This is an optimization exercise on Yosys and OpenROAD, whose aim is a short achievable clock period and few clock cycles, not a production implementation. In this exercise RTL edits were held to simulation tests only and were not proved equivalent to the original. Power and IR drop assume default switching activity.

==> flow/design.v <==
`timescale 1ns / 1ps
module ks_add #(parameter W = 32) (
    input  [W-1:0] a,
    input  [W-1:0] b,
    input          cin,
    output [W-1:0] s,
    output         cout
    );
    reg [W-1:0] x, g, p, gn, pn, c;
    integer d;
    always @(*) begin
        x = a ^ b;
        g = a & b;
        g[0] = g[0] | (x[0] & cin);
        p = x;
        for (d = 1; d < W; d = d * 2) begin
            gn = g | (p & (g << d));
            pn = p & ((p << d) | ((1 << d) - 1));
            g = gn;
            p = pn;
        end
        c = {g[W-2:0], cin};
    end
    assign s = x ^ c;
    assign cout = g[W-1];
endmodule
module lt_tree #(parameter W = 32) (
    input  [W-1:0] a,
    input  [W-1:0] b,
    output         lt
    );
    reg [W-1:0] l, e;
    integer n, k;
    always @(*) begin
        l = ~a & b;
        e = ~(a ^ b);
        for (n = W / 2; n >= 1; n = n / 2) begin
            for (k = 0; k < n; k = k + 1) begin
                l[k] = l[2*k + 1] | (e[2*k + 1] & l[2*k]);
                e[k] = e[2*k + 1] & e[2*k];
            end
        end
    end
    assign lt = l[0];
endmodule
`timescale 1ns / 1ps
module Pipelined_CPU(
    input clk,
    input reset,
    output reg [31:0] iaddr,
    input [31:0] idata,
    output reg [31:0] daddr,
    input [31:0] drdata,
    output reg [31:0] dwdata,
    output reg [3:0] we,
    output reg [31:0] pc
    );
    reg [31:0] pc_r;
    reg        x_kill;      
    reg [31:0] x_a;         
    reg [31:0] x_b;         
    reg [31:0] x_sd;        
    reg [31:0] x_pre;       
    reg [31:0] x_alt;       
    reg [4:0]  x_rd;
    reg        x_wen;       
    reg        x_load;
    reg        x_store;
    reg        x_ispre;
    reg        x_jalr;
    reg [2:0]  x_f3;
    reg        x_sub;
    reg        x_arith;
    reg        x_sadd, x_sslt, x_ssltu, x_sxor, x_sor, x_sand, x_ssll, x_ssr;
    reg        x_m_eq, x_m_ne, x_m_lt, x_m_ge, x_m_ltu, x_m_geu;
    reg        x_fa, x_fb, x_fs;
    reg        m_wen;
    reg        m_load;
    reg [4:0]  m_rd;
    reg [31:0] m_res;
    reg [2:0]  m_f3;
    reg [31:0] daddr_r;
    reg        w_wen;
    reg [4:0]  w_rd;
    reg [31:0] w_res;
    reg [31:0] rf [1:31];
    wire ev = ~x_kill;
    wire [31:0] a  = x_fa ? m_res : x_a;
    wire [31:0] b  = x_fb ? m_res : x_b;
    wire [31:0] sd = x_fs ? m_res : x_sd;
    wire [31:0] bx = x_sub ? ~b : b;
    wire [31:0] sum;
    wire        sum_co;
    ks_add #(32) u_add (.a(a), .b(bx), .cin(x_sub), .s(sum), .cout(sum_co));
    wire        eq = ~|(a ^ b);
    wire        ltu, lts;
    lt_tree #(32) u_ltu (.a(a), .b(b), .lt(ltu));
    lt_tree #(32) u_lts (.a({~a[31], a[30:0]}), .b({~b[31], b[30:0]}), .lt(lts));
    wire [31:0] sll = a << b[4:0];
    wire [31:0] srl = $signed({x_arith & a[31], a}) >>> b[4:0];
    wire [31:0] other =
        ({32{x_sslt}}  & {31'd0, lts}) |
        ({32{x_ssltu}} & {31'd0, ltu}) |
        ({32{x_sxor}}  & (a ^ b)) |
        ({32{x_sor}}   & (a | b)) |
        ({32{x_sand}}  & (a & b)) |
        ({32{x_ssll}}  & sll) |
        ({32{x_ssr}}   & srl) |
        ({32{x_ispre}} & x_pre);
    wire [31:0] res = x_sadd ? sum : other;
    wire mispred = ev & ((x_m_eq & eq) | (x_m_ne & ~eq) |
                         (x_m_lt & lts) | (x_m_ge & ~lts) |
                         (x_m_ltu & ltu) | (x_m_geu & ~ltu));
    wire jump = ev & x_jalr;
    wire x_redirect = mispred | jump;
    wire [31:0] x_target = x_jalr ? {sum[31:1], 1'b0} : x_alt;
    reg [3:0]  st_we;
    reg [31:0] st_data;
    always @(*) begin
        st_data = sd;
        st_we   = 4'b0000;
        case (x_f3)
            3'b000: begin
                st_we   = 4'b0001 << sum[1:0];
                st_data = {4{sd[7:0]}};
            end
            3'b001: begin
                st_we   = sum[1] ? 4'b1100 : 4'b0011;
                st_data = {2{sd[15:0]}};
            end
            3'b010: st_we = 4'b1111;
            default: st_we = 4'b0000;
        endcase
    end
    reg [31:0] ld;
    wire [1:0] la = m_res[1:0];
    always @(*) begin
        case (m_f3)
            3'b000: case (la)
                        2'b00: ld = {{24{drdata[7]}},  drdata[7:0]};
                        2'b01: ld = {{24{drdata[15]}}, drdata[15:8]};
                        2'b10: ld = {{24{drdata[23]}}, drdata[23:16]};
                        default: ld = {{24{drdata[31]}}, drdata[31:24]};
                    endcase
            3'b001: ld = la[1] ? {{16{drdata[31]}}, drdata[31:16]} : {{16{drdata[15]}}, drdata[15:0]};
            3'b100: case (la)
                        2'b00: ld = {24'd0, drdata[7:0]};
                        2'b01: ld = {24'd0, drdata[15:8]};
                        2'b10: ld = {24'd0, drdata[23:16]};
                        default: ld = {24'd0, drdata[31:24]};
                    endcase
            3'b101: ld = la[1] ? {16'd0, drdata[31:16]} : {16'd0, drdata[15:0]};
            default: ld = drdata;
        endcase
    end
    wire [31:0] m_val = m_load ? ld : m_res;    
    wire [31:0] ir = idata;
    wire [6:0] op  = ir[6:0];
    wire [4:0] rs1 = ir[19:15];
    wire [4:0] rs2 = ir[24:20];
    wire [4:0] rd  = ir[11:7];
    wire [2:0] f3  = ir[14:12];
    wire is_lui   = (op == 7'b0110111);
    wire is_auipc = (op == 7'b0010111);
    wire is_jal   = (op == 7'b1101111);
    wire is_jalr  = (op == 7'b1100111);
    wire is_br    = (op == 7'b1100011);
    wire is_load  = (op == 7'b0000011);
    wire is_store = (op == 7'b0100011);
    wire is_alui  = (op == 7'b0010011);
    wire is_alur  = (op == 7'b0110011);
    wire use_rs1 = is_jalr | is_br | is_load | is_store | is_alui | is_alur;
    wire use_rs2 = is_br | is_store | is_alur;
    wire rs2_alu = is_br | is_alur;      
    wire wen     = (is_lui | is_auipc | is_jal | is_jalr | is_load | is_alui | is_alur) & (rd != 5'd0);
    wire ispre   = is_lui | is_auipc | is_jal | is_jalr;
    wire [31:0] imm_i = {{20{ir[31]}}, ir[31:20]};
    wire [31:0] imm_s = {{20{ir[31]}}, ir[31:25], ir[11:7]};
    wire [31:0] imm_b = {{19{ir[31]}}, ir[31], ir[7], ir[30:25], ir[11:8], 1'b0};
    wire [31:0] imm_j = {{11{ir[31]}}, ir[31], ir[19:12], ir[20], ir[30:21], 1'b0};
    wire [31:0] imm   = is_store ? imm_s : imm_i;
    wire [31:0] f_tj, f_tb, f_pc4;
    wire [19:0] auipc_hi;
    wire        f_c1, f_c2, f_c3, f_c4;
    ks_add #(32) u_tj (.a(pc_r), .b(imm_j), .cin(1'b0), .s(f_tj), .cout(f_c1));
    ks_add #(32) u_tb (.a(pc_r), .b(imm_b), .cin(1'b0), .s(f_tb), .cout(f_c2));
    ks_add #(30) u_p4 (.a(pc_r[31:2]), .b(30'd1), .cin(1'b0), .s(f_pc4[31:2]), .cout(f_c3));
    assign f_pc4[1:0] = pc_r[1:0];
    ks_add #(20) u_au (.a(pc_r[31:12]), .b(ir[31:12]), .cin(1'b0), .s(auipc_hi), .cout(f_c4));
    wire f_pred = is_jal | (is_br & (ir[31] | ir[12]));
    wire [31:0] f_target = ir[3] ? f_tj : f_tb;
    wire xw  = x_wen & ev;
    wire p1a = xw && (x_rd == rs1);
    wire p1b = xw && (x_rd == rs2);
    wire p2a = m_wen && (m_rd == rs1);
    wire p2b = m_wen && (m_rd == rs2);
    wire p3a = w_wen && (w_rd == rs1);
    wire p3b = w_wen && (w_rd == rs2);
    wire stall = x_load && ev && ((use_rs1 && p1a) || (use_rs2 && p1b));
    wire [31:0] rf1 = (rs1 == 5'd0) ? 32'd0 : rf[rs1];
    wire [31:0] rf2 = (rs2 == 5'd0) ? 32'd0 : rf[rs2];
    wire [31:0] rv1 = p2a ? m_val : p3a ? w_res : rf1;
    wire [31:0] rv2 = p2b ? m_val : p3b ? w_res : rf2;
    wire alu_op = is_alur | is_alui;
    wire bt = is_br & ~f_pred;    
    wire bn = is_br & f_pred;     
    wire [31:0] pre = is_lui ? {ir[31:12], 12'd0} :
                      is_auipc ? {auipc_hi, pc_r[11:0]} : f_pc4;
    wire [31:0] pc_seq  = stall ? pc_r : f_pred ? f_target : f_pc4;
    wire [31:0] pc_next = x_redirect ? x_target : pc_seq;
    always @(*) begin
        iaddr = pc_r;
        pc    = pc_r;
        daddr = daddr_r;
    end
    wire go = !reset && !stall;    
    always @(posedge clk) begin
        if (reset) pc_r <= 32'd0;
        else       pc_r <= pc_next;
        x_kill  <= x_redirect;
        x_a     <= rv1;
        x_b     <= rs2_alu ? rv2 : imm;
        x_sd    <= rv2;
        x_pre   <= pre;
        x_alt   <= f_pred ? f_pc4 : f_tb;
        x_rd    <= rd;
        x_wen   <= go && wen;
        x_load  <= go && is_load;
        x_store <= go && is_store;
        x_jalr  <= go && is_jalr;
        x_ispre <= ispre;
        x_f3    <= f3;
        x_sub   <= is_alur & ir[30] & (f3 == 3'b000);
        x_arith <= ir[30];
        x_sadd  <= (alu_op & f3 == 3'b000) | is_load | is_store;
        x_sslt  <= alu_op & f3 == 3'b010;
        x_ssltu <= alu_op & f3 == 3'b011;
        x_sxor  <= alu_op & f3 == 3'b100;
        x_sor   <= alu_op & f3 == 3'b110;
        x_sand  <= alu_op & f3 == 3'b111;
        x_ssll  <= alu_op & f3 == 3'b001;
        x_ssr   <= alu_op & f3 == 3'b101;
        x_m_eq  <= go && ((bt && f3 == 3'b000) || (bn && f3 == 3'b001));
        x_m_ne  <= go && ((bt && f3 == 3'b001) || (bn && f3 == 3'b000));
        x_m_lt  <= go && ((bt && f3 == 3'b100) || (bn && f3 == 3'b101));
        x_m_ge  <= go && ((bt && f3 == 3'b101) || (bn && f3 == 3'b100));
        x_m_ltu <= go && ((bt && f3 == 3'b110) || (bn && f3 == 3'b111));
        x_m_geu <= go && ((bt && f3 == 3'b111) || (bn && f3 == 3'b110));
        x_fa    <= use_rs1 && p1a;
        x_fb    <= rs2_alu && p1b;
        x_fs    <= use_rs2 && p1b;
        m_wen   <= !reset && xw;
        m_load  <= x_load;
        m_rd    <= x_rd;
        m_res   <= res;
        m_f3    <= x_f3;
        daddr_r <= sum;
        we      <= (!reset && x_store && ev) ? st_we : 4'b0000;
        dwdata  <= st_data;
        w_wen <= !reset && m_wen;
        w_rd  <= m_rd;
        w_res <= m_val;
        if (w_wen) rf[w_rd] <= w_res;
    end
endmodule
==> flow/run.sh <==
#!/bin/bash
# synth_recipe.tcl (not shown) runs the flow's synth.tcl, then flattens the netlist and writes it again
# the make line also repeats each setting of config.mk as NAME=value (left out here)
make -C /OpenROAD-flow-scripts/flow DESIGN_CONFIG=/design/flow/config.mk WORK_HOME=/design/flow/orfs CLKGATE_MAP_FILE= SYNTH_SCRIPT=/design/flow/synth_recipe.tcl finish
==> flow/config.mk <==
export PLATFORM = sky130hd
export DESIGN_NAME = Pipelined_CPU
export DESIGN_NICKNAME = Pipelined_CPU
export VERILOG_FILES = /design/flow/design.v
export SDC_FILE = /design/flow/constraint.sdc
export NUM_CORES = 4
export LEC_CHECK = 0
export ABC_CLOCK_PERIOD_IN_PS = 3000
export CAP_MARGIN = 20
export CORE_MARGIN = 2
export CORE_UTILIZATION = 40
export SETUP_SLACK_MARGIN = 5
export SLEW_MARGIN = 20
==> flow/constraint.sdc <==
create_clock -name core_clock -period 9.0 [get_ports {clk}]
set_input_delay 1.8000 -clock core_clock [delete_from_list [all_inputs] [get_ports {clk}]]
set_output_delay 1.8000 -clock core_clock [all_outputs]
set_load 0.01 [all_outputs]
==> summary.txt, run 1 <==
Layout
  – Layout Nets: 5947
  – Share of cells above drive strength 1: 25.7%
  – Area Overhead vs Synth: 19.2%
  – Fillers: 15400
  – Area of the multi-input gates: 34900 sq um
  – Finished Layout Cells: 8169
  – FF/Latch Area: 37300 sq um

Worst hold path
  – Worst min-delay path class: reg -> reg
  – Hold path cells: 0

Placement
  – Port Buffers: 197
  – HPWL Detailed: 168000 um
  – Placed cell count: 7736
  – GPL Wtd Cong: 1.02

Job
  – # Max-Cap Violations: 0

Setup path
  – Req. time, crit path: 9.65 ns
  – Crit Path Max Fanout: 128
  – CP startpoint kind: input port
  – Buf/Inv on CP: 2
  – Crit path depth: 8
  – Crit-path slowest cell: mux2i_1
  – Worst endpoint data arrival time: 4.70 ns
  – Critical path class: in -> reg
  – Crit-path max cell delay: 0.51 ns
  – R2r worst-path depth: 16
  – Crit end category: flop
  – Critical-path cell list: buf_16 > buf_12 > mux4_2 > mux4_2 > mux2i_1 > o211ai_1 > o21ai_0 > o21ai_0
  – Top Family by Delay on Critical Path: multiplexers

STA
  – Layout Skew: 0.0341 ns
  – Final Max Tran Viols: 0
  – Setup TNS: 0 ns
  – F_max: 247 MHz
  – Fin crit share: 45.0%
  – Final setup viols: 0
  – RSZ-0062 raised after global routing: yes
  – Worst Tran Pin Value: 1.11 ns
  – Tmin final: 4.05 ns
  – Final hold viol count: 0
  – Worst rel slew slack: 25.9%

Logic synthesis
  – Post-synth top area cell: edfxtp_1
  – Seq/Total Area, Yosys: 51.8%
  – Post-synth EDFFs: 992
  – Largest cells by area after synthesis: edfxtp_1 (41%), mux4_2 (17%), dfxtp_1 (10%)
  – Syn nets: 5767
  – Synth warn: 5
  – Synth Flop Type: edfxtp_1
  – Yosys reg bits: 1365
  – Post-synth top cells: edfxtp_1 (992), mux4_2 (549), nor2_1 (447)
  – Count leader, synth: edfxtp_1
  – Synth Cell Area: 71900 sq um
  – Library cells used by synthesis: 86
  – Asr flop ratio synth: 0%
  – Synth top area share: 41.4%
  – Synth Instances: 5514
  – Syn avg cell area: 13.0 sq um

Clock network
  – CTS tree: done
  – H-tree depth: 4
  – CTS root buf: clkbuf_16
  – Deepest clock path buffer count: 3
  – CTS Buf Count: 149
  – Post-CTS Hold Buffers: 0
  – Reg clk slew, reported paths: 0.06 ns
  – Clk sink count: 1365
  – Clock latency (worst-skew pair): 0.82 ns

Floorplan
  – Overall die width: 428 um
  – I/O pin cnt: 198
  – Die H: 428 um
  – Initial core utilization: 40.3%
  – Row count: 155
  – Die area: 183000 sq um
  – Core area: 179000 sq um

GRT
  – Vias in the first global route: 50200
  – Largest net degree at the start of global routing: 129
  – GRT Total Usage: 28.5%
  – Global-route wire length before repair: 375000 um
  – Number of antenna violations at the first check in global routing: 12
  – Grt ovf: 0

Routing
  – Routed wire length: 271000 um
  – DRC viols: 0
  – Post-route ant nets: 0
  – DRT iter0 DRCs: 6894
  – First-pass iteration count of the detailed router: 6
  – Avg Vias per Cell: 6.36
  – Via count: 52000
  – Routed WL per cell: 33.1 um

Power
  – VDD IR max: 0.228 mV
  – LEAKAGE: 29.8 nW
  – Pwr/cell area: 184 nW/um^2

Outcome
  – Outcome: complete, no violations
[final cells by class]
type | instances | share of cell area [%]
Clock inverter | 65 | 0.682
Timing Repair Buffer | 460 | 5.99
Multi-Input combinational cell | 3550 | 40.7
Antenna cell | 5 | 0.0146
Sequential cell | 1365 | 43.5
Timing Repair inverter | 2 | 0.0263
Clock buffer | 201 | 4.89
Inverter | 166 | 0.769
Tap cell | 2355 | 3.44
[worst register-to-register path, cell delays in order, from the launching register on]
cell,delay [ns]
dfxtp_4,0.36
buf_12,0.16
buf_16,0.15
buf_6,0.11
mux2i_4,0.29
ha_4,0.25
nor4_4,0.39
nand3_2,0.18
a21oi_2,0.16
a2111oi_2,0.06
a31o_2,0.29
nand3b_1,0.17
buf_4,0.15
mux2_4,0.33
and3_4,0.20
or4_4,0.51
o211a_1,0.12
[where the power goes]
part	switching, W	internal, W	total, W
Clock	0.00259	0.00348	0.00607
Sequential	0.000130	0.00685	0.00698
Combinational	0.00157	0.00111	0.00268
Total	0.00429	0.0114	0.0157
[per-layer routing]
layer | up-vias | global-route usage [%] | wire, um
met4 | 6 | 17.0 | 18800
met1 | 26500 | 36.1 | 100000
met5 | - | 0 | 35
met3 | 662 | 5.45 | 23900
li1 | 21800 | - | -
met2 | 2989 | 45.6 | 127000
[worst paths after layout]
check                  from  endpoint  slack (ns)
setup reg to reg       x_fb  pc_r[31]        4.98
setup / recovery  idata[21]   x_b[22]        4.95
hold / removal       x_load    m_load        0.35
hold reg to reg      x_load    m_load        0.35
[what timing repair did]
| action | CTS | global route |
|---|---|---|
| cloned | 15 | 12 |
| resized for setup | 361 | 188 |
| setup buffers | 68 | 66 |
| endpoints found under the setup margin | 229 | 94 |
| pin swaps | 33 | 70 |
[registers in the layout (all words and copies together) (netlist names), 32 cells and up]
name	count
daddr_r	32
dwdata	32
m_res	32
pc_r	32
rf	992
w_res	32
x_a	32
x_alt	32
x_b	32
x_pre	32
x_sd	32
[kinds of logic (layout without fill, tap and decap cells)]
| family | count (synthesis) | in the layout | synth area share, % |
|---|---|---|---|
| AOI/OAI and AO/OA | 1149 | 1149 | 10.0 |
| muxes | 918 | 918 | 22.5 |
| DFF | 1365 | 1365 | 51.8 |
| adders and majority gates | 187 | 187 | 3.29 |
| buffers and inverters | 601 | 894 | 3.38 |
| and+or+nand+nor | 1110 | 1112 | 6.82 |
| other | 0 | 5 | 0 |
| xor gates and xnor gates | 184 | 184 | 2.24 |
[per-stage QoR]
| step | worst slack, ns | area (sq um) | hold slack, ns | power, W | util, % |
|---|---|---|---|---|---|
| 3_5_place_dp | 3.05 | 76500 | 0.339 | 0.00936 | 42.8 |
| 3_3_place_gp | 3.11 | 76400 | 0.349 | 0.00936 | 42.8 |
| 4_1_cts | 4.96 | 84000 | 0.350 | 0.0156 | 47.0 |
| 6_report | 4.95 | 85700 | 0.348 | 0.0157 | 48.0 |
| 5_1_grt | 4.85 | 85700 | 0.372 | 0.0162 | 48.0 |
| 2_1_floorplan | 4.87 | 72500 | 0.331 | 0.00839 | - |
[cells in the final DEF, fill, tap and decap left out, drive strengths merged, types with 15 or more instances in the layout]
cell           instances
dfxtp                373
xnor2                108
clkinv                51
clkdlybuf4s50        169
mux2i                307
a211oi                81
mux2                  62
inv                  169
o21a                  15
nand2b                23
a31oi                 39
a221oi                40
nor3                  51
buf                  259
edfxtp               992
a21oi                423
o221ai                22
and2                  20
nor2                 448
xor2                  76
nand2                333
a21o                  50
nand4                 21
nand3b                15
clkbuf               211
nor2b                 37
nor4                  23
o21ai                241
nand3                 69
o211ai                73
mux4                 549
ha                   183
and3                  28
Testbench counts, summed over its fixed seeds: cycles 61,859.
==> inputs of run 2 (changes only) <==
==> flow/flow/run.sh (new file) <==
#!/bin/bash
set -euo pipefail
bash standard.sh SETUP_SLACK_MARGIN=6 finish > standard_make.log 2>&1
==> flow/standard.sh (new file) <==
#!/bin/bash
# synth_recipe.tcl (not shown) runs the flow's synth.tcl, then flattens the netlist and writes it again
# the make line also repeats each setting of config.mk as NAME=value (left out here)
make -C /OpenROAD-flow-scripts/flow DESIGN_CONFIG=/design/flow/config.mk WORK_HOME=/design/flow/orfs CLKGATE_MAP_FILE= SYNTH_SCRIPT=/design/flow/synth_recipe.tcl "${@:-finish}"
--- a/flow/config.mk
+++ b/flow/config.mk
@@ -5,9 +5,7 @@
 export SDC_FILE = /design/flow/constraint.sdc
 export NUM_CORES = 4
 export LEC_CHECK = 0
-export ABC_CLOCK_PERIOD_IN_PS = 3000
 export CAP_MARGIN = 20
 export CORE_MARGIN = 2
 export CORE_UTILIZATION = 40
-export SETUP_SLACK_MARGIN = 5
 export SLEW_MARGIN = 20
removed: flow/run.sh
==> summary.txt, run 2 <==
Logic synthesis
  – Synth Flop Type: edfxtp_1
  – Largest cells by area after synthesis: edfxtp_1 (41%), mux4_2 (17%), dfxtp_1 (10%)
  – Post-synth EDFFs: 992
  – Seq/Total Area, Yosys: 51.8%
  – Synth top area share: 41.4%
  – Library cells used by synthesis: 86
  – Synth Instances: 5514
  – Post-synth top cells: edfxtp_1 (992), mux4_2 (549), nor2_1 (447)
  – Syn nets: 5767
  – Asr flop ratio synth: 0%
  – Synth Cell Area: 71900 sq um
  – Synth warn: 5
  – Post-synth top area cell: edfxtp_1
  – Yosys reg bits: 1365
  – Syn avg cell area: 13.0 sq um
  – Count leader, synth: edfxtp_1

Layout
  – Most frequent cells in the layout: edfxtp_1 (992), mux4_2 (549), buf_4 (374)
  – Share of cells above drive strength 1: 41.6%
  – Largest reg by FF count: rf
  – Area Overhead vs Synth: 35.2%
  – Most common cell after layout, fill and taps aside: edfxtp_1
  – Layout Nets: 6489
  – Max reg flops: 992
  – Finished Layout Cells: 8722
  – Final core occ: 54.4%

GRT
  – GRT Total Usage: 33.3%
  – Largest net degree at the start of global routing: 63
  – Grt ovf: 0
  – Global-route wire length before repair: 431000 um
  – Vias in the first global route: 55300
  – Number of antenna violations at the first check in global routing: 13

Routing
  – First-pass iteration count of the detailed router: 10
  – Via count: 56900
  – Avg Vias per Cell: 6.53
  – DRT iter0 DRCs: 8261
  – Post-route ant nets: 0
  – Routed WL per cell: 36.2 um
  – DRC viols: 0
  – Routed wire length: 316000 um

Power
  – LEAKAGE: 34.9 nW
  – Switching portion of total power: 28.5%
  – Internal power: 0.0119 W
  – Clock power frac: 36.9%
  – Sequential share of power: 42.0%
  – Reported net switching power: 0.00476 W
  – Logic pwr share: 21.1%
  – VDD IR max: 0.209 mV
  – Power, Total: 0.0167 W
  – Pwr/cell area: 172 nW/um^2

Job
  – # Max-Cap Violations: 0

Clock network
  – Reg clk slew, reported paths: 0.07 ns
  – CTS tree: done
  – Clock latency (worst-skew pair): 0.85 ns
  – H-tree depth: 4
  – CTS root buf: clkbuf_16
  – Clk sink count: 1365
  – CTS Buf Count: 149
  – Deepest clock path buffer count: 3

Placement
  – GPL Wtd Cong: 1.01
  – Placed cell count: 7740
  – Port Buffers: 197
  – HPWL Detailed: 176000 um

Floorplan
  – I/O pin cnt: 198
  – Row count: 155
  – Initial core utilization: 40.3%
  – Die H: 428 um
  – Die area: 183000 sq um
  – Overall die width: 428 um
  – Core area: 179000 sq um

Setup path
  – R2r worst-path depth: 17
  – Worst endpoint data arrival time: 5.22 ns
  – Crit Path Max Fanout: 8
  – CP startpoint kind: flop
  – Req. time, crit path: 9.72 ns
  – Crit end category: flop
  – Critical path class: reg -> reg

STA
  – Layout Skew: 0.0620 ns
  – RSZ-0062 raised after global routing: yes
  – Fin crit share: 50.0%
  – Worst Tran Pin Value: 1.25 ns
  – Final Max Tran Viols: 0
  – Setup TNS: 0 ns
  – F_max: 222 MHz
  – Worst rel slew slack: 15.9%
  – Final setup viols: 0
  – Final hold viol count: 0
  – Tmin final: 4.50 ns

Worst hold path
  – Worst min-delay path class: reg -> reg
  – Hold path cells: 0

Outcome
  – Outcome: complete, no violations
run 2: critical path, stage by stage (launching register included):
cell	delay, ns
dfxtp_4	0.38
buf_12	0.14
buf_12	0.11
buf_16	0.15
mux2i_4	0.32
ha_4	0.25
or4_4	0.58
nor4_4	0.29
buf_4	0.20
buf_6	0.11
a21oi_4	0.07
nor2_4	0.17
mux2i_4	0.10
buf_6	0.16
buf_8	0.15
o211ai_1	0.71
o211ai_1	0.31
a21oi_1	0.21
run 2: final timing paths:
check | from | end | slack (ns)
setup / recovery | x_fb | pc_r[10] | 4.50
hold / removal | x_load | m_load | 0.37
setup reg to reg | x_fb | pc_r[10] | 4.50
hold reg to reg | x_load | m_load | 0.37
run 2: logic make-up after synthesis:
family | count (synthesis) | synth area share [%]
flip-flops | 1365 | 51.8
multiplexers | 918 | 22.5
buffers and inverters | 601 | 3.38
XOR/XNOR | 184 | 2.24
adder cells (fa/ha/maj) | 187 | 3.29
AND/OR/NAND/NOR | 1110 | 6.82
AO/OA/AOI/OAI | 1149 | 10.0
run 2: power groups by stage:
stage,logic [W],registers [W],clock network (W)
floorplan,0.00144,0.00709,0
global placement,0.00238,0.00712,0
detailed placement,0.00237,0.00712,0
CTS,0.00315,0.00698,0.00619
global route,0.00361,0.00701,0.00645
finish,0.00352,0.00700,0.00616
run 2: layout make-up:
cell class              count  area [sq um]
multi-input cells        3574         38500
diodes                     12          30.0
flip-flops and latches   1365         37500
repair buffers            976         12700
clock inverters            79           798
fillers                 14200         81400
inverters                 166           643
well taps                2355          2950
repair inverters            4          57.6
clock buffers             191          4020
run 2: timing repair:
action | in CTS | in global routing
resized for setup | 1628 | 503
hold buffers | 0 | 0
endpoints found under the setup margin | 445 | 674
pin swaps | 190 | 200
cloned | 120 | 11
buffers inserted | 412 | 156
run 2: per-stage QoR:
step                area, sq um  worst slack, ns  hold slack [ns]
finish                    97200             4.50            0.368
global route              97200             4.49            0.381
CTS                       93600             5.07            0.366
detailed placement        77800             2.69            0.354
global placement          77700             2.71            0.357
floorplan                 75100             4.87            0.331
run 2: layer usage:
layer | wire (um) | GRT usage (%) | up-vias
met4 | 30100 | 25.1 | 6
met1 | 111000 | 39.8 | 28800
met2 | 143000 | 52.3 | 4022
li1 | - | - | 23000
met3 | 31700 | 7.72 | 1126
met5 | 35 | 0 | -
==> inputs of run 3 (changes only) <==
==> flow/flow/run.sh (replaced) <==
#!/bin/bash
set -euo pipefail
bash standard.sh SETUP_SLACK_MARGIN=5.5 finish > standard_make.log 2>&1
==> summary.txt, run 3 <==
Setup path
  – Crit-path max cell delay: 0.45 ns
  – Crit-path slowest cell: dfxtp_4
  – CP startpoint kind: flop
  – Crit end category: flop
  – R2r worst-path depth: 18
  – RR Endpoint: pc_r[15]
  – Critical-path cell list: buf_12 > buf_12 > mux2i_4 > buf_6 > ha_4 > nor4_4 > nand3_2 > a21oi_4 > a2111oi_4 > a31o_4 > nand3b_1 > mux2i_4 > o21ai_4 > buf_6 > inv_8 > buf_6 > mux2_4 > a211oi_2
  – Most used cell, CP: buf_6
  – Critical path class: reg -> reg
  – Req. time, crit path: 9.70 ns
  – Crit Path Max Fanout: 5
  – Origin of the critical flop-to-flop path: x_fb
  – Reg2Reg Setup Slack: 4.93 ns
  – Top Family by Delay on Critical Path: multiplexers
  – Buf/Inv on CP: 6
  – Worst endpoint data arrival time: 4.77 ns

Logic synthesis
  – Asr flop ratio synth: 0%
  – Synth warn: 5
  – Library cells used by synthesis: 86
  – Count leader, synth: edfxtp_1
  – Post-synth top area cell: edfxtp_1
  – Post-synth EDFFs: 992
  – Seq/Total Area, Yosys: 51.8%
  – Post-synth top cells: edfxtp_1 (992), mux4_2 (549), nor2_1 (447)
  – Syn nets: 5767
  – Syn avg cell area: 13.0 sq um
  – Synth Instances: 5514
  – Synth Cell Area: 71900 sq um
  – Synth Flop Type: edfxtp_1
  – Largest cells by area after synthesis: edfxtp_1 (41%), mux4_2 (17%), dfxtp_1 (10%)
  – Synth top area share: 41.4%
  – Yosys reg bits: 1365

Worst hold path
  – Hold path cells: 0
  – Hold_sp: x_load
  – Worst min-delay path class: reg -> reg
  – Hold Path End: m_load

Routing
  – Post-route ant nets: 0
  – Via count: 54500
  – DRC viols: 0
  – Avg Vias per Cell: 6.42
  – Routed wire length: 297000 um
  – Routed WL per cell: 35.0 um
  – First-pass iteration count of the detailed router: 6
  – DRT iter0 DRCs: 7722

Clock network
  – Clk sink count: 1365
  – CTS root buf: clkbuf_16
  – Clock latency (worst-skew pair): 0.80 ns
  – CTS Buf Count: 151
  – Reg clk slew, reported paths: 0.06 ns
  – H-tree depth: 4
  – Deepest clock path buffer count: 3
  – Post-CTS Hold Buffers: 0
  – CTS tree: done

Layout
  – Most common cell after layout, fill and taps aside: edfxtp_1
  – Max reg flops: 992
  – Area of the multi-input gates: 36900 sq um
  – Fillers: 14700
  – Most frequent cells in the layout: edfxtp_1 (992), mux4_2 (549), nor2_1 (383)
  – Largest reg by FF count: rf
  – FF/Latch Area: 37400 sq um
  – Area Overhead vs Synth: 27.7%
  – Share of cells above drive strength 1: 33.9%
  – Layout Nets: 6249

STA
  – Final hold viol count: 0
  – Tmin final: 4.07 ns
  – Worst Tran Pin Value: 1.21 ns
  – F_max: 246 MHz
  – Fin crit share: 45.2%
  – Worst rel slew slack: 19.2%
  – Final Max Tran Viols: 0
  – Setup TNS: 0 ns
  – RSZ-0062 raised after global routing: yes
  – Layout Skew: 0.0731 ns
  – Final setup viols: 0

GRT
  – GRT Total Usage: 30.9%
  – Global-route wire length before repair: 403000 um
  – Number of antenna violations at the first check in global routing: 11
  – Grt ovf: 0
  – Largest net degree at the start of global routing: 63
  – Vias in the first global route: 52800

Floorplan
  – Die area: 183000 sq um
  – Die H: 428 um
  – Overall die width: 428 um
  – Initial core utilization: 40.3%
  – Core area: 179000 sq um
  – I/O pin cnt: 198
  – Row count: 155

Placement
  – HPWL Detailed: 173000 um
  – GPL Wtd Cong: 1.04
  – Port Buffers: 197

Power
  – Power, Total: 0.0165 W
  – LEAKAGE: 32.8 nW
  – VDD IR max: 0.179 mV
  – Pwr/cell area: 180 nW/um^2

Outcome
  – Outcome: complete, no violations

Job
  – # Max-Cap Violations: 0
## run 3: worst max-delay path by stage
stage / start / end / slack (ns) / depth (start not counted)
after floorplan: idata[22] / pc_r[31] / 4.87 / 14
after global placement: x_fb / pc_r[27] / 2.48 / 14
after detailed placement: x_fb / pc_r[31] / 2.49 / 13
after CTS: x_fb / pc_r[15] / 5.08 / 17
after global routing: x_fb / pc_r[31] / 4.91 / 17
final: x_fb / pc_r[15] / 4.93 / 18
## run 3: per-layer routing
layer	wire length [um]	vias to the layer above	track usage [%]
li1	-	22400	-
met1	107000	27700	38.6
met2	139000	3505	49.2
met3	28600	852	6.38
met4	22700	4	19.1
met5	23	-	0
## run 3: area by class of cell
cell class / instances / share of cell area (%)
flip-flops and latches: 1365 / 40.7
multi-input cells: 3558 / 40.1
clock buffers: 195 / 4.49
repair buffers: 750 / 9.69
diodes: 5 / 0.0136
well taps: 2355 / 3.21
clock inverters: 79 / 0.944
inverters: 166 / 0.716
repair inverters: 4 / 0.0654
## run 3: kinds of logic after synthesis
logic type,after synthesis,share of synthesized area (%)
compound gates,1149,10.0
xor+xnor,184,2.24
fa+ha+maj,187,3.29
buf+inv,601,3.38
flops,1365,51.8
mux,918,22.5
simple gates,1110,6.82
## run 3: timing repair
action | CTS | global route
pin swaps | 170 | 162
gates resized for setup | 831 | 360
gates cloned | 58 | 20
endpoints found under the setup margin | 338 | 190
setup buffers | 240 | 135
## run 3: through the flow
stage / hold slack [ns] / std cells / cell area, sq um / worst slack (ns) / util, %
after CTS: 0.367 / 8317 / 88700 / 5.08 / 49.7
after global routing: 0.381 / 8474 / 91900 / 4.91 / 51.4
final: 0.367 / 8477 / 91900 / 4.93 / 51.4
after global placement: 0.363 / 7745 / 77000 / 2.48 / 43.1
after floorplan: 0.331 / 5514 / 73900 / 4.87 / -
after detailed placement: 0.355 / 7745 / 77000 / 2.49 / 43.1
## run 3: report_power, final
group	switching (W)	leakage [nW]	total, W	internal [W]
clock network	0.00268	2.44	0.00632	0.00363
registers	0.000139	12.3	0.00698	0.00684
logic	0.00180	18.1	0.00321	0.00141
total	0.00463	32.8	0.0165	0.0119
==> inputs of run 4 (changes only) <==
==> flow/flow/run.sh (replaced) <==
#!/bin/bash
set -euo pipefail
bash standard.sh SETUP_SLACK_MARGIN=5.25 finish > standard_make.log 2>&1
==> summary.txt, run 4 <==
STA
  – Fin crit share: 46.5%
  – Final Max Tran Viols: 0
  – Setup TNS: 0 ns
  – Final hold viol count: 0
  – Layout Skew: 0.0467 ns
  – Worst rel slew slack: 23.9%
  – Tmin final: 4.18 ns
  – F_max: 239 MHz
  – RSZ-0062 raised after global routing: yes
  – Worst Tran Pin Value: 1.14 ns
  – Final setup viols: 0

GRT
  – M3 GR Usage: 6.16%
  – Grt ovf: 0
  – Number of antenna violations at the first check in global routing: 12
  – GRT met1 Usage: 38.1%
  – GRT Total Usage: 29.9%
  – Layer carrying the most global-route usage: met2
  – Vias in the first global route: 51900
  – Global-route wire length before repair: 393000 um
  – Largest net degree at the start of global routing: 123
  – Grt met2 use: 46.8%

Layout
  – Most common cell after layout, fill and taps aside: edfxtp_1
  – Most frequent cells in the layout: edfxtp_1 (992), mux4_2 (549), nor2_1 (396)
  – Largest reg by FF count: rf
  – Final core occ: 49.3%
  – Share of cells above drive strength 1: 29.5%
  – Layout Nets: 6096
  – Area Overhead vs Synth: 22.5%
  – Max reg flops: 992

Logic synthesis
  – Synth Flop Type: edfxtp_1
  – Yosys reg bits: 1365
  – Seq/Total Area, Yosys: 51.8%
  – Synth warn: 5
  – Library cells used by synthesis: 86
  – Syn avg cell area: 13.0 sq um
  – Largest cells by area after synthesis: edfxtp_1 (41%), mux4_2 (17%), dfxtp_1 (10%)
  – Synth Instances: 5514
  – Post-synth top area cell: edfxtp_1
  – Count leader, synth: edfxtp_1
  – Asr flop ratio synth: 0%
  – Syn nets: 5767
  – Synth top area share: 41.4%
  – Post-synth EDFFs: 992
  – Post-synth top cells: edfxtp_1 (992), mux4_2 (549), nor2_1 (447)
  – Synth Cell Area: 71900 sq um

Clock network
  – Post-CTS Hold Buffers: 0
  – H-tree depth: 4
  – Clk sink count: 1365
  – Clock latency (worst-skew pair): 0.80 ns
  – Deepest clock path buffer count: 3
  – Reg clk slew, reported paths: 0.06 ns
  – CTS tree: done
  – CTS root buf: clkbuf_16
  – CTS Buf Count: 147

Floorplan
  – I/O pin cnt: 198
  – Row count: 155
  – Die area: 183000 sq um
  – Die H: 428 um
  – Initial core utilization: 40.3%
  – Overall die width: 428 um
  – Core area: 179000 sq um

Setup path
  – Crit Path Max Fanout: 7
  – Crit end category: flop
  – Origin of the critical flop-to-flop path: x_fa
  – Crit path from: x_fa
  – R2r worst-path depth: 16
  – RR Endpoint: pc_r[27]
  – CP startpoint kind: flop
  – Critical Path End: pc_r[27]
  – Reg2Reg Setup Slack: 4.82 ns
  – Worst endpoint data arrival time: 4.83 ns
  – Critical path class: reg -> reg
  – Req. time, crit path: 9.64 ns

Power
  – VDD IR max: 0.212 mV
  – Pwr/cell area: 181 nW/um^2
  – LEAKAGE: 31.0 nW

Routing
  – Routed WL per cell: 34.1 um
  – Post-route ant nets: 0
  – Routed wire length: 284000 um
  – DRC viols: 0
  – Avg Vias per Cell: 6.49
  – First-pass iteration count of the detailed router: 8
  – DRT iter0 DRCs: 7817
  – Via count: 54000

Placement
  – HPWL Detailed: 167000 um
  – GPL Wtd Cong: 1.05
  – Port Buffers: 197

Outcome
  – Outcome: complete, no violations

Job
  – # Max-Cap Violations: 0

Worst hold path
  – Worst min-delay path class: reg -> reg
[run 4: cells by family (layout without fill, tap and decap cells)]
logic type | count (synthesis) | count (layout) | synth area share, %
XOR/XNOR | 184 | 184 | 2.24
AND/OR/NAND/NOR | 1110 | 1117 | 6.82
multiplexers | 918 | 918 | 22.5
other | 0 | 8 | 0
adder cells (fa/ha/maj) | 187 | 187 | 3.29
flip-flops | 1365 | 1365 | 51.8
buffers and inverters | 601 | 1041 | 3.38
AO/OA/AOI/OAI | 1149 | 1152 | 10.0
[run 4: power by group]
part | switching [W] | leakage (nW) | total, W | internal [W]
clock | 0.00264 | 2.36 | 0.00610 | 0.00346
combinational | 0.00166 | 16.4 | 0.00286 | 0.00120
sequential | 0.000137 | 12.3 | 0.00698 | 0.00685
[run 4: critical path, cell delays in order (launching register included)]
cell	delay, ns
dfxtp_4	0.46
mux2i_2	0.59
ha_1	0.43
nor4_4	0.37
nand3_2	0.18
a21oi_2	0.19
a2111oi_2	0.07
a31o_4	0.28
nand3b_1	0.14
buf_4	0.15
mux2i_4	0.31
buf_6	0.15
buf_12	0.13
buf_8	0.14
o21ai_1	0.08
o32ai_2	0.30
a2111oi_2	0.06
[run 4: final cells by class]
cell class | instances | area [sq um]
sequential | 1365 | 37400
fill | 15100 | 90500
timing repair buffer | 602 | 6740
multi-input combinational | 3558 | 35500
antenna | 8 | 20.0
clock inverter | 79 | 793
inverter | 166 | 653
clock buffer | 191 | 4040
tap | 2355 | 2950
timing repair inverter | 3 | 43.8
[run 4: repair_timing]
action / 4_1_cts / 5_1_grt
endpoints found under the setup margin: 310 / 157
gates cloned: 39 / 12
gates resized for setup: 525 / 212
setup buffers: 128 / 104
endpoints found under the hold margin: 0 / 0
pin swaps: 105 / 102
[run 4: worst min path at each step]
stage                 from     end  slack (ns)  cells past startpoint
finish              x_load  m_load        0.37                      0
global route        x_load  m_load        0.38                      0
CTS                 x_load  m_load        0.37                      0
detailed placement  x_load  m_load        0.35                      0
global placement    x_load  m_load        0.36                      0
floorplan           x_load  m_load        0.33                      0
[run 4: per-layer routing]
metal,vias up,routed length [um]
li1,22100,-
met2,3671,129000
met1,27300,104000
met3,884,29200
met4,6,21900
met5,-,34
[run 4: through the flow]
| step | std cells | hold slack [ns] | setup slack [ns] | power (W) | cell area (sq um) |
|---|---|---|---|---|---|
| floorplan | 5514 | 0.331 | 4.87 | 0.00845 | 73500 |
| global placement | 7765 | 0.362 | 2.02 | 0.00941 | 77000 |
| detailed placement | 7765 | 0.353 | 2.31 | 0.00941 | 77000 |
| CTS | 8202 | 0.366 | 4.99 | 0.0157 | 86000 |
| global route | 8323 | 0.376 | 4.82 | 0.0163 | 88100 |
| finish | 8327 | 0.368 | 4.82 | 0.0159 | 88100 |
==> inputs of run 5 (changes only) <==
--- a/flow/design.v
+++ b/flow/design.v
@@ -74,6 +74,9 @@
     reg        x_sadd, x_sslt, x_ssltu, x_sxor, x_sor, x_sand, x_ssll, x_ssr;
     reg        x_m_eq, x_m_ne, x_m_lt, x_m_ge, x_m_ltu, x_m_geu;
     reg        x_fa, x_fb, x_fs;
+    reg        x_addi;
+    reg [31:0] x_nimm;
+    reg [19:0] x_pre_p1, x_pre_m1;
     reg        m_wen;
     reg        m_load;
     reg [4:0]  m_rd;
@@ -187,7 +190,23 @@
     ks_add #(30) u_p4 (.a(pc_r[31:2]), .b(30'd1), .cin(1'b0), .s(f_pc4[31:2]), .cout(f_c3));
     assign f_pc4[1:0] = pc_r[1:0];
     ks_add #(20) u_au (.a(pc_r[31:12]), .b(ir[31:12]), .cin(1'b0), .s(auipc_hi), .cout(f_c4));
-    wire f_pred = is_jal | (is_br & (ir[31] | ir[12]));
+    wire [19:0] pc_hi_m1, au_p1, au_m1, lui_p1, lui_m1, pc4_p1, pc4_m1;
+    wire        cx1, cx2, cx3, cx4, cx5, cx6, cx7;
+    ks_add #(20) u_pcm (.a(pc_r[31:12]), .b({20{1'b1}}), .cin(1'b0), .s(pc_hi_m1), .cout(cx1));
+    ks_add #(20) u_aup (.a(pc_r[31:12]), .b(ir[31:12]),  .cin(1'b1), .s(au_p1),    .cout(cx2));
+    ks_add #(20) u_aum (.a(pc_hi_m1),    .b(ir[31:12]),  .cin(1'b0), .s(au_m1),    .cout(cx3));
+    ks_add #(20) u_lup (.a(ir[31:12]),   .b(20'd1),      .cin(1'b0), .s(lui_p1),   .cout(cx4));
+    ks_add #(20) u_lum (.a(ir[31:12]),   .b({20{1'b1}}), .cin(1'b0), .s(lui_m1),   .cout(cx5));
+    ks_add #(20) u_p4p (.a(f_pc4[31:12]), .b(20'd1),      .cin(1'b0), .s(pc4_p1),   .cout(cx6));
+    ks_add #(20) u_p4m (.a(f_pc4[31:12]), .b({20{1'b1}}), .cin(1'b0), .s(pc4_m1),   .cout(cx7));
+    wire [19:0] pre_p1 = is_lui ? lui_p1 : is_auipc ? au_p1 : pc4_p1;
+    wire [19:0] pre_m1 = is_lui ? lui_m1 : is_auipc ? au_m1 : pc4_m1;
+    wire eqz_r = ~|(x_a ^ x_nimm);
+    wire eqz_m = ~|(m_res ^ x_nimm);
+    wire addi_zero = x_fa ? eqz_m : eqz_r;
+    wire fuse = is_br && (f3[2:1] == 2'b00) && x_addi && ev &&
+                (((rs1 == x_rd) && (rs2 == 5'd0)) || ((rs2 == x_rd) && (rs1 == 5'd0)));
+    wire f_pred = is_jal | (is_br & (fuse ? (addi_zero ^ f3[0]) : (ir[31] | ir[12])));
     wire [31:0] f_target = ir[3] ? f_tj : f_tb;
     wire xw  = x_wen & ev;
     wire p1a = xw && (x_rd == rs1);
@@ -206,7 +225,13 @@
     wire bn = is_br & f_pred;     
     wire [31:0] pre = is_lui ? {ir[31:12], 12'd0} :
                       is_auipc ? {auipc_hi, pc_r[11:0]} : f_pc4;
-    wire [31:0] pc_seq  = stall ? pc_r : f_pred ? f_target : f_pc4;
+    wire        jf = is_jalr && x_ispre && p1a;
+    wire [11:0] jf_lo;
+    wire        jf_c;
+    ks_add #(12) u_jf (.a(x_pre[11:0]), .b(ir[31:20]), .cin(1'b0), .s(jf_lo), .cout(jf_c));
+    wire [19:0] jf_hi = (ir[31] == jf_c) ? x_pre[31:12] : jf_c ? x_pre_p1 : x_pre_m1;
+    wire [31:0] jf_target = {jf_hi, jf_lo[11:1], 1'b0};
+    wire [31:0] pc_seq  = stall ? pc_r : jf ? jf_target : f_pred ? f_target : f_pc4;
     wire [31:0] pc_next = x_redirect ? x_target : pc_seq;
     always @(*) begin
         iaddr = pc_r;
@@ -222,12 +247,16 @@
         x_b     <= rs2_alu ? rv2 : imm;
         x_sd    <= rv2;
         x_pre   <= pre;
+        x_pre_p1 <= pre_p1;
+        x_pre_m1 <= pre_m1;
+        x_addi  <= go && wen && is_alui && (f3 == 3'b000);
+        x_nimm  <= ~imm_i + 32'd1;
         x_alt   <= f_pred ? f_pc4 : f_tb;
         x_rd    <= rd;
         x_wen   <= go && wen;
         x_load  <= go && is_load;
         x_store <= go && is_store;
-        x_jalr  <= go && is_jalr;
+        x_jalr  <= go && is_jalr && !jf;
         x_ispre <= ispre;
         x_f3    <= f3;
         x_sub   <= is_alur & ir[30] & (f3 == 3'b000);
==> flow/run.sh (new file) <==
#!/bin/bash
# synth_recipe.tcl (not shown) runs the flow's synth.tcl, then flattens the netlist and writes it again
# the make line also repeats each setting of config.mk as NAME=value (left out here)
make -C /OpenROAD-flow-scripts/flow DESIGN_CONFIG=/design/flow/config.mk WORK_HOME=/design/flow/orfs CLKGATE_MAP_FILE= SYNTH_SCRIPT=/design/flow/synth_recipe.tcl finish
--- a/flow/config.mk
+++ b/flow/config.mk
@@ -5,7 +5,9 @@
 export SDC_FILE = /design/flow/constraint.sdc
 export NUM_CORES = 4
 export LEC_CHECK = 0
+export ABC_CLOCK_PERIOD_IN_PS = 3000
 export CAP_MARGIN = 20
 export CORE_MARGIN = 2
 export CORE_UTILIZATION = 40
+export SETUP_SLACK_MARGIN = 5
 export SLEW_MARGIN = 20
removed: flow/flow/run.sh
removed: flow/standard.sh
==> summary.txt, run 5 <==
Floorplan
  – I/O pin cnt: 198
  – Die H: 448 um
  – Core area: 197000 sq um
  – Initial core utilization: 40.1%
  – Row count: 163
  – Overall die width: 448 um
  – Die area: 201000 sq um

Logic synthesis
  – Synth Cell Area: 78900 sq um
  – Largest cells by area after synthesis: edfxtp_1 (38%), mux4_2 (16%), dfxtp_1 (11%)
  – Post-synth top cells: edfxtp_1 (992), mux4_2 (545), a21oi_1 (509)
  – Asr flop ratio synth: 0%
  – Library cells used by synthesis: 89
  – Synth Instances: 6488
  – Post-synth EDFFs: 992
  – Yosys reg bits: 1435
  – Count leader, synth: edfxtp_1
  – Synth top area share: 37.7%
  – Synth warn: 6
  – Syn avg cell area: 12.2 sq um
  – Syn nets: 6794
  – Seq/Total Area, Yosys: 49.0%
  – Post-synth top area cell: edfxtp_1
  – Synth Flop Type: edfxtp_1

Worst hold path
  – Hold_sp: x_load
  – Hold path cells: 0
  – Worst min-delay path class: reg -> reg
  – Hold Path End: m_load

Layout
  – Share of cells above drive strength 1: 26.1%
  – Area Overhead vs Synth: 21.3%
  – Finished Layout Cells: 9524
  – Most common cell after layout, fill and taps aside: edfxtp_1
  – Most frequent cells in the layout: edfxtp_1 (992), mux4_2 (545), a21oi_1 (458)
  – Layout Nets: 7056
  – Final core occ: 48.7%
  – Fillers: 17100
  – Largest reg by FF count: rf
  – Max reg flops: 992

Routing
  – Wl on met1: 118000 um
  – DRC viols: 0
  – Post-route ant nets: 0
  – Routed wire length: 323000 um
  – Max Used Layer: met5
  – DRT iter0 DRCs: 8029
  – Met2 wire length: 145000 um
  – Via count: 60700
  – Avg Vias per Cell: 6.37
  – Routed WL per cell: 33.9 um
  – First-pass iteration count of the detailed router: 10
  – Met3 wire len: 31200 um

Clock network
  – Clk sink count: 1435
  – Clock latency (worst-skew pair): 0.86 ns
  – CTS tree: done
  – Deepest clock path buffer count: 3
  – CTS Buf Count: 157
  – CTS root buf: clkbuf_16
  – Reg clk slew, reported paths: 0.06 ns
  – H-tree depth: 4
  – Post-CTS Hold Buffers: 0

Setup path
  – CP startpoint kind: flop
  – RR Endpoint: pc_r[22]
  – Crit end category: flop
  – Crit Path Max Fanout: 6
  – Req. time, crit path: 9.73 ns
  – R2r worst-path depth: 17
  – Reg2Reg Setup Slack: 4.65 ns
  – Critical path class: reg -> reg
  – Worst endpoint data arrival time: 5.08 ns
  – Origin of the critical flop-to-flop path: x_fb

GRT
  – Global-route wire length before repair: 445000 um
  – Largest net degree at the start of global routing: 86
  – Vias in the first global route: 59100
  – GRT Total Usage: 31.3%
  – Number of antenna violations at the first check in global routing: 13
  – Grt ovf: 0

Outcome
  – Outcome: complete, no violations

Power
  – Pwr/cell area: 181 nW/um^2
  – LEAKAGE: 34.2 nW
  – VDD IR max: 0.220 mV
  – Power, Total: 0.0173 W

Placement
  – Port Buffers: 197
  – HPWL Detailed: 207000 um
  – GPL Wtd Cong: 1.05
  – Placed cell count: 8982

STA
  – Worst Tran Pin Value: 1.18 ns
  – Final hold viol count: 0
  – Worst rel slew slack: 20.2%
  – F_max: 230 MHz
  – Final setup viols: 0
  – Setup TNS: 0 ns
  – Layout Skew: 0.0921 ns
  – Fin crit share: 48.3%
  – Tmin final: 4.35 ns
  – RSZ-0062 raised after global routing: yes
  – Final Max Tran Viols: 0

Job
  – # Max-Cap Violations: 0
run 5: worst max-delay path by stage:
| stage | start | to | slack [ns] | cells after the start |
|---|---|---|---|---|
| 5_1_grt | x_fb | pc_r[31] | 4.55 | 18 |
| 3_3_place_gp | x_fa | pc_r[2] | 2.80 | 17 |
| 4_1_cts | x_fb | pc_r[24] | 4.77 | 18 |
| 6_report | x_fb | pc_r[22] | 4.65 | 17 |
| 3_5_place_dp | x_fa | pc_r[2] | 2.73 | 17 |
| 2_1_floorplan | idata[20] | pc_r[27] | 4.04 | 20 |
run 5: cell families (layout without fill, tap and decap cells):
kind of cell	after synthesis	in the layout	share of synthesized area, %
other	0	4	0
flip-flops	1435	1435	49.0
XOR/XNOR	383	383	4.25
multiplexers	846	846	19.5
buffers and inverters	696	1082	3.60
AO/OA/AOI/OAI	1455	1457	11.6
adder cells (fa/ha/maj)	240	240	3.87
AND/OR/NAND/NOR	1433	1437	8.23
run 5: timing repair:
| action | CTS | global route |
|---|---|---|
| cloned | 34 | 9 |
| buffers inserted | 144 | 61 |
| gates resized for setup | 530 | 213 |
| endpoints found under the setup margin | 277 | 160 |
| pin swaps | 115 | 110 |
| hold endpoints to repair | 0 | 0 |
run 5: per-stage QoR:
step | hold slack [ns] | instance area (sq um) | worst slack [ns]
finish | 0.358 | 95800 | 4.65
global route | 0.369 | 95800 | 4.55
CTS | 0.356 | 94000 | 4.77
detailed placement | 0.342 | 84000 | 2.73
global placement | 0.346 | 83900 | 2.80
floorplan | 0.331 | 79500 | 4.04
run 5: layer usage:
metal | global-route usage, % | vias to the layer above
met1 | 38.9 | 30500
met5 | 0 | -
li1 | - | 25400
met2 | 48.8 | 3817
met3 | 6.50 | 973
met4 | 21.7 | 4
run 5: critical path, stage by stage (launching register included):
cell	delay [ns]
dfxtp_4	0.39
buf_12	0.13
buf_16	0.14
mux2i_4	0.29
ha_4	0.25
nor4_4	0.33
nand4_1	0.23
or4b_4	0.56
o211ai_1	0.44
mux2i_1	0.30
buf_4	0.15
buf_6	0.08
and4_4	0.29
buf_6	0.14
nor2_4	0.04
buf_12	0.15
o221a_4	0.11
a22o_1	0.17
run 5: final cells by class:
type	instances	area [sq um]	share of cell area (%)
clock inverters	68	1000	1.04
repair inverters	1	7.51	0.00784
repair buffers	601	6920	7.22
well taps	2640	3300	3.45
diodes	4	10.0	0.0104
flip-flops and latches	1435	38700	40.4
clock buffers	221	4430	4.62
multi-input cells	4363	40700	42.4
inverters	191	747	0.780
run 5: report_power, final:
part	switching [W]	internal (W)	leakage [nW]
clock network	0.00287	0.00389	2.63
logic	0.00186	0.00129	18.8
registers	0.000205	0.00719	12.7
total	0.00494	0.0124	34.2
Testbench counts of run 5, summed over its fixed seeds: cycles 59,984.
==> inputs of run 6 (changes only) <==
--- a/flow/design.v
+++ b/flow/design.v
@@ -56,6 +56,7 @@
     output reg [31:0] pc
     );
     reg [31:0] pc_r;
+    reg [31:0] pc_o;        
     reg        x_kill;      
     reg [31:0] x_a;         
     reg [31:0] x_b;         
@@ -234,14 +235,15 @@
     wire [31:0] pc_seq  = stall ? pc_r : jf ? jf_target : f_pred ? f_target : f_pc4;
     wire [31:0] pc_next = x_redirect ? x_target : pc_seq;
     always @(*) begin
-        iaddr = pc_r;
-        pc    = pc_r;
+        iaddr = pc_o;
+        pc    = pc_o;
         daddr = daddr_r;
     end
     wire go = !reset && !stall;    
     always @(posedge clk) begin
         if (reset) pc_r <= 32'd0;
         else       pc_r <= pc_next;
+        pc_o <= pc_next & {32{~reset}};
         x_kill  <= x_redirect;
         x_a     <= rv1;
         x_b     <= rs2_alu ? rv2 : imm;
==> flow/flow/run.sh (new file) <==
#!/bin/bash
set -euo pipefail
bash standard.sh SETUP_SLACK_MARGIN=5.5 finish > standard_make.log 2>&1
==> flow/standard.sh (new file) <==
#!/bin/bash
# synth_recipe.tcl (not shown) runs the flow's synth.tcl, then flattens the netlist and writes it again
# the make line also repeats each setting of config.mk as NAME=value (left out here)
make -C /OpenROAD-flow-scripts/flow DESIGN_CONFIG=/design/flow/config.mk WORK_HOME=/design/flow/orfs CLKGATE_MAP_FILE= SYNTH_SCRIPT=/design/flow/synth_recipe.tcl "${@:-finish}"
--- a/flow/config.mk
+++ b/flow/config.mk
@@ -5,9 +5,7 @@
 export SDC_FILE = /design/flow/constraint.sdc
 export NUM_CORES = 4
 export LEC_CHECK = 0
-export ABC_CLOCK_PERIOD_IN_PS = 3000
 export CAP_MARGIN = 20
 export CORE_MARGIN = 2
 export CORE_UTILIZATION = 40
-export SETUP_SLACK_MARGIN = 5
 export SLEW_MARGIN = 20
removed: flow/run.sh
==> summary.txt, run 6 <==
Logic synthesis
  – Syn avg cell area: 12.2 sq um
  – Synth Cell Area: 80600 sq um
  – Count leader, synth: edfxtp_1
  – Asr flop ratio synth: 0%
  – Post-synth EDFFs: 992
  – Seq/Total Area, Yosys: 48.8%
  – Synth Instances: 6632
  – Largest family of logic cells by synthesized area: multiplexers
  – Yosys reg bits: 1467
  – Largest cells by area after synthesis: edfxtp_1 (37%), mux4_2 (15%), dfxtp_1 (12%)
  – Adder-cell area share of the yosys netlist: 3.79%
  – Simple-gate share of the synthesized area: 8.31%
  – Synth Flop Type: edfxtp_1
  – Multiplexer share of the synthesized area: 19.8%
  – Post-synthesis compound-gate area fraction: 11.7%
  – Xor/xnor share of the synthesized area: 4.17%
  – Synth top area share: 37.0%
  – Post-synth top area cell: edfxtp_1
  – Library cells used by synthesis: 101
  – Synth warn: 6
  – Syn nets: 6938
  – Post-synth top cells: edfxtp_1 (992), mux4_2 (550), nand2_1 (511)

Routing
  – Avg Vias per Cell: 6.51
  – Post-route ant nets: 0
  – Via count: 65200
  – Routed wire length: 347000 um
  – Routed WL per cell: 34.6 um
  – DRC viols: 0
  – First-pass iteration count of the detailed router: 6
  – DRT iter0 DRCs: 9449

STA
  – Worst rel slew slack: 23.5%
  – Final setup viols: 0
  – Final hold viol count: 0
  – Setup TNS: 0 ns
  – Fin crit share: 47.0%
  – Final Max Tran Viols: 0
  – Layout Skew: 0.0628 ns
  – Worst Tran Pin Value: 1.14 ns
  – Tmin final: 4.23 ns
  – Final WS setup: 4.77 ns
  – RSZ-0062 raised after global routing: yes
  – F_max: 237 MHz

Power
  – VDD IR max: 0.158 mV
  – Sequential share of power: 36.7%
  – Logic pwr share: 31.7%
  – Switching portion of total power: 33.5%
  – Reported net switching power: 0.00730 W
  – Clock power frac: 31.6%
  – Internal power: 0.0145 W
  – Pwr/cell area: 209 nW/um^2
  – LEAKAGE: 38.1 nW

Setup path
  – Crit Path Max Fanout: 7
  – Critical path class: reg -> reg
  – Crit path from: x_fb
  – Reg2Reg Setup Slack: 4.77 ns
  – Origin of the critical flop-to-flop path: x_fb
  – Crit end category: flop
  – Worst endpoint data arrival time: 4.93 ns
  – Crit-path max cell delay: 0.46 ns
  – CP startpoint kind: flop
  – Critical-path cell list: buf_8 > buf_4 > mux2i_4 > buf_4 > xnor2_1 > ha_1 > a21o_1 > o311a_1 > o311a_1 > o31ai_4 > buf_6 > a311o_1 > o211ai_1 > buf_4 > buf_4 > mux2_4
  – Most used cell, CP: buf_4
  – Req. time, crit path: 9.71 ns
  – Crit-path slowest cell: dfxtp_4

Placement
  – Pre-CTS setup slack: 2.81 ns
  – GPL Wtd Cong: 1.03
  – Port Buffers: 197
  – HPWL Detailed: 209000 um
  – Area post-placement: 86600 sq um

Layout
  – Share of cells above drive strength 1: 33.9%
  – Max reg flops: 992
  – Fillers: 16600
  – Area of the multi-input gates: 44300 sq um
  – Largest reg by FF count: rf
  – Final instance area: 105000 sq um
  – FF/Latch Area: 39400 sq um
  – Area Overhead vs Synth: 29.7%
  – Layout Nets: 7537
  – Most common cell after layout, fill and taps aside: edfxtp_1
  – Most frequent cells in the layout: edfxtp_1 (992), mux4_2 (550), nand2_1 (446)

Floorplan
  – Row count: 164
  – Die area: 205000 sq um
  – Die H: 453 um
  – Overall die width: 453 um
  – Initial core utilization: 40.3%
  – Core area: 200000 sq um
  – I/O pin cnt: 198

Clock network
  – Post-CTS Hold Buffers: 0
  – Clock latency (worst-skew pair): 0.87 ns
  – CTS Buf Count: 158
  – CTS root buf: clkbuf_16
  – Reg clk slew, reported paths: 0.07 ns
  – H-tree depth: 4
  – CTS tree: done
  – Clk sink count: 1467
  – Deepest clock path buffer count: 3

Worst hold path
  – Worst min-delay path class: reg -> reg
  – Hold_sp: x_rd[3]

Job
  – # Max-Cap Violations: 0

GRT
  – Grt ovf: 0
  – Number of antenna violations at the first check in global routing: 10
  – Global-route wire length before repair: 478000 um
  – Largest net degree at the start of global routing: 77
  – GRT Total Usage: 32.7%
  – Vias in the first global route: 63100

Outcome
  – Outcome: complete, no violations
-- run 6: changes by cell type after synthesis, sizes merged, moves of 14 or more --
cell    change
mux2i      +58
mux2       -14
nand2b     -16
dfxtp      +32
a221o      +17
nand2      +52
a221oi     -21
o221ai     -19
a21oi      -39
-- run 6: final timing paths --
kind,end,cells past startpoint
setup / recovery,m_res[30],16
hold / removal,m_rd[3],0
setup reg to reg,m_res[30],16
hold reg to reg,m_rd[3],0
-- run 6: critical path: cells and delay by family, from the launching register on --
family	cells	cell delay, ns
buffers and inverters	6	0.93
muxes	2	0.62
AOI/OAI and AO/OA	6	1.58
xor gates and xnor gates	1	0.06
DFF	1	0.46
adders and majority gates	1	0.45
-- run 6: kinds of logic after synthesis --
kind of cell	count (synthesis)
AND/OR/NAND/NOR	1479
XOR/XNOR	383
multiplexers	895
AO/OA/AOI/OAI	1467
buffers and inverters	701
flip-flops	1467
adder cells (fa/ha/maj)	240
-- run 6: power groups by stage --
stage | combinational, W | clock [W] | sequential [W]
2_1_floorplan | 0.00335 | 0 | 0.00791
3_3_place_gp | 0.00502 | 0 | 0.00809
3_5_place_dp | 0.00505 | 0 | 0.00809
4_1_cts | 0.00621 | 0.00691 | 0.00797
5_1_grt | 0.00722 | 0.00717 | 0.00800
6_report | 0.00692 | 0.00689 | 0.00800
-- run 6: area by class of cell --
cell class | instances | share of cell area [%]
Multi-Input combinational cell | 4471 | 42.4
Sequential cell | 1467 | 37.7
Timing Repair Buffer | 938 | 10.8
Clock buffer | 196 | 4.06
Tap cell | 2656 | 3.18
Clock inverter | 94 | 1.18
Inverter | 195 | 0.772
Antenna cell | 5 | 0.0120
-- run 6: repair_timing --
item / CTS / global route
setup endpoints to repair: 486 / 259
setup buffers: 323 / 144
hold endpoints to repair: 0 / 0
resized for setup: 1209 / 375
pin swaps: 230 / 189
gates cloned: 77 / 13
-- run 6: layer usage --
layer / GRT usage (%) / up-vias / part of all wire, %
met5: 0 / - / 0.0081
met4: 23.5 / 4 / 9.1
met3: 7.07 / 1237 / 10
met2: 51.4 / 4618 / 45
met1: 39.8 / 32700 / 35
li1: - / 26600 / -
-- run 6: through the flow --
stage               util (%)  cells  hold WS [ns]  power [W]
global route            52.3  10000         0.404     0.0224
CTS                     50.7   9860         0.390     0.0211
detailed placement      43.3   9170         0.382     0.0131
floorplan                  -   6632         0.346     0.0113
finish                  52.3  10000         0.394     0.0218
global placement        43.3   9170         0.387     0.0131
Testbench counts of run 6, summed over its fixed seeds: cycles 59,984.

afterwards: timing with drivers on the ports:
In the flow no input, the clock included, has a driving cell. The finished layouts below were timed again as built, in two steps. Step 1 sets driving cells, clkbuf_16 on the clock port and buf_2 on the other inputs (assumed; they add their load-dependent delay and slew). Step 2, shift: input delay + t, output delay - t, t = (earliest + latest rising clock arrival at the registers) / 2. This alone moves slack from input paths to output paths. Three values: ideal, step 1, step 2; two values: the first two.
run | shift t [ns] | slack for setup (ns) | worst setup path after step 2 | latest minus earliest clock arrival (ns)
run 1 | 0.877 | 4.951 / 4.725 / 3.848 | input to register | 0.043 / 0.044
run 2 | 0.895 | 4.497 / 4.497 / 4.127 | input to register | 0.063 / 0.063
run 3 | 0.853 | 4.934 / 4.884 / 4.031 | input to register | 0.073 / 0.073
run 4 | 0.864 | 4.819 / 4.814 / 3.950 | input to register | 0.048 / 0.048
run 5 | 0.908 | 4.653 / 4.653 / 3.797 | input to register | 0.093 / 0.093
run 6 | 0.925 | 4.774 / 4.774 / 3.897 | input to register | 0.077 / 0.076
After both steps every run listed still meets setup and hold. For run 1, which loses most, drivers alone change the setup slack by -0.226 ns; drivers and shift together by -1.103 ns.
